From an optimization exercise on the open Yosys and OpenROAD flow, aimed at small area, a short achievable clock period and few clock cycles; shortcuts taken in it are not production practice. In this exercise RTL edits were held to simulation tests only and were not proved equivalent to the original. Power and IR drop assume default switching activity.

Setup of the baseline:
// kianv_core
module kianv_core (
    input  wire        clk,
    input  wire        resetn,
    output wire        mem_valid,
    input  wire        mem_ready,
    output wire [ 3:0] mem_wstrb,
    output wire [31:0] mem_addr,
    output wire [31:0] mem_wdata,
    input  wire [31:0] mem_rdata
);
==> flow/config.mk <==
export PLATFORM = sky130hd
export DESIGN_NAME = kianv_core
export DESIGN_NICKNAME = kianv_core
export VERILOG_FILES = /design/flow/design.v
export SDC_FILE = /design/flow/constraint.sdc
export NUM_CORES = 4
export LEC_CHECK = 0
export CAP_MARGIN = 20
export CELL_PAD_IN_SITES_DETAIL_PLACEMENT = 1
export CELL_PAD_IN_SITES_GLOBAL_PLACEMENT = 2
export CORE_MARGIN = 2
export CORE_UTILIZATION = 50
export CTS_CLUSTER_DIAMETER = 100
export CTS_CLUSTER_SIZE = 20
export PLACE_DENSITY = 0.62
export SLEW_MARGIN = 20
==> flow/constraint.sdc <==
create_clock -name core_clock -period 12.0 [get_ports {clk}]
set_input_delay 2.4000 -clock core_clock [delete_from_list [all_inputs] [get_ports {clk}]]
set_output_delay 2.4000 -clock core_clock [all_outputs]
set_load 0.01 [all_outputs]
standard.sh (not shown) runs the stock make flow with config.mk's settings and CLKGATE_MAP_FILE= SYNTH_SCRIPT=/design/flow/synth_recipe.tcl, a recipe that flattens the netlist after the stock synthesis.
==> flow/flow/run.sh <==
#!/bin/bash
set -euo pipefail
W=$(pwd)
cp config.mk config_own.mk
cat >> config_own.mk <<'EOC'
export SETUP_SLACK_MARGIN = 8.5
export BUFFER_PORTS_ARGS = -buffer_cell sky130_fd_sc_hd__buf_2
EOC
sed "s#DESIGN_CONFIG=[^ ]*#DESIGN_CONFIG=$W/config_own.mk#" standard.sh > standard_own.sh
grep -q "config_own.mk" standard_own.sh
bash standard_own.sh synth > synth.log 2>&1
bash standard_own.sh > layout.log 2>&1
Testbench counts of the baseline, summed over its fixed seeds: cycles 82,429.
Input-level comparison between the candidate and the baseline:
--- a/flow/design.v
+++ b/flow/design.v
@@ -23,17 +23,16 @@
   reg c_wr;   
   reg c_br, c_bwd, c_jal, c_jalr, c_mem, c_store, c_ld;
   reg br_eq, br_lt, br_ltu, br_inv;   
   reg [4:0] rd;
   reg [2:0] f3;
   reg [31:0] ra;   
   reg [31:0] obx;   
   reg [31:0] rb;   
-  reg [31:0] wd;   
   reg  [31:0] x       [1:31];
   reg         wb_we;   
   reg  [ 4:0] wb_rd;
   reg  [31:0] wb;
   genvar gi;
   generate
     for (gi = 1; gi < 32; gi = gi + 1) begin : g_rf
       always @(posedge clk) if (wb_we && wb_rd == gi) x[gi] <= wb;
@@ -70,21 +69,19 @@
   integer k;
   always @(*) for (k = 0; k < 32; k = k + 1) rs1v_rev[k] = rs1v[31-k];
   always @(posedge clk) begin
     ra  <= d_sll ? rs1v_rev : rs1v;
     obx <= d_sub ? ~d_ob : d_ob;
     cin <= d_sub;
     tgt <= d_tgt;
   end
-  wire [31:0] d_wd = ~d_store ? rs2v : d_f3[1] ? rs2v : d_f3[0] ? {2{rs2v[15:0]}} : {4{rs2v[7:0]}};
-  always @(posedge clk) wd <= s_d ? d_wd : c_store ? rb : 32'd0;
   always @(posedge clk) begin
     if (s_d) begin
-      rb      <= d_wd;
+      rb      <= ~d_store ? rs2v : d_f3[1] ? rs2v : d_f3[0] ? {2{rs2v[15:0]}} : {4{rs2v[7:0]}};
       c_store <= d_store;
       c_ld    <= d_rdnz & d_load;
       rd      <= i[11:7];
       f3      <= d_f3;
     end
   end
   always @(posedge clk) begin
     alt    <= i[30];
@@ -236,10 +233,10 @@
       ir <= mem_rdata[31:2];
       pc <= ma;
     end
     if (to_mq) a_lo <= sum[1:0];
   end
   assign mem_valid = bv;
   assign mem_addr  = {ma, 2'b00};
   assign mem_wstrb = ws;
-  assign mem_wdata = wd;
+  assign mem_wdata = rb;
 endmodule
==> comparison <==
The candidate was carried through to the last stage, and its layout satisfied the timing, design-rule and antenna checks.
The candidate -> the baseline: count of final max-slew check failures delta 0, exact match
Against the baseline, the candidate comes in 13000 µm higher on sum of routed wire length over all layers.
The estimated power of the candidate ends up lower than the estimate for the baseline.
On worst clock skew: the candidate sits below the baseline.
The candidate vs the baseline, most utilized layer in the global route result: met2 vs met1
Total number of placement rows went down slightly going from the baseline to the candidate.
In terms of via count, the candidate and the baseline differ only marginally.
Testbench counts of the candidate, summed over its fixed seeds: cycles 82,429.

## what the ideal ports hide
No port has a modelled driver above. Below, the same layouts with a new extraction and two added sets of constraints. Step 1: set_driving_cell puts a clkbuf_16 on clk and a buf_2 on each other input, an assumption about the parent block. Step 2, shift: input delay + t, output delay - t, t = (earliest + latest rising clock arrival at the registers) / 2. This alone moves slack from input paths to output paths. a / b / c = ideal / step 1 / step 2; a / b = the first two.
run	t (ns)	setup slack, ns	hold slack, ns	worst setup path at the end
the baseline	0.824	8.218 / 8.194 / 7.694	0.347 / 0.347 / 0.347	input to register
the candidate	0.828	7.821 / 7.821 / 7.562	0.349 / 0.349 / 0.349	input to register
After both steps setup and hold are still met in every run listed. The setup slack of the baseline, which loses most, moves by -0.024 ns with the drivers and by -0.524 ns with both steps.
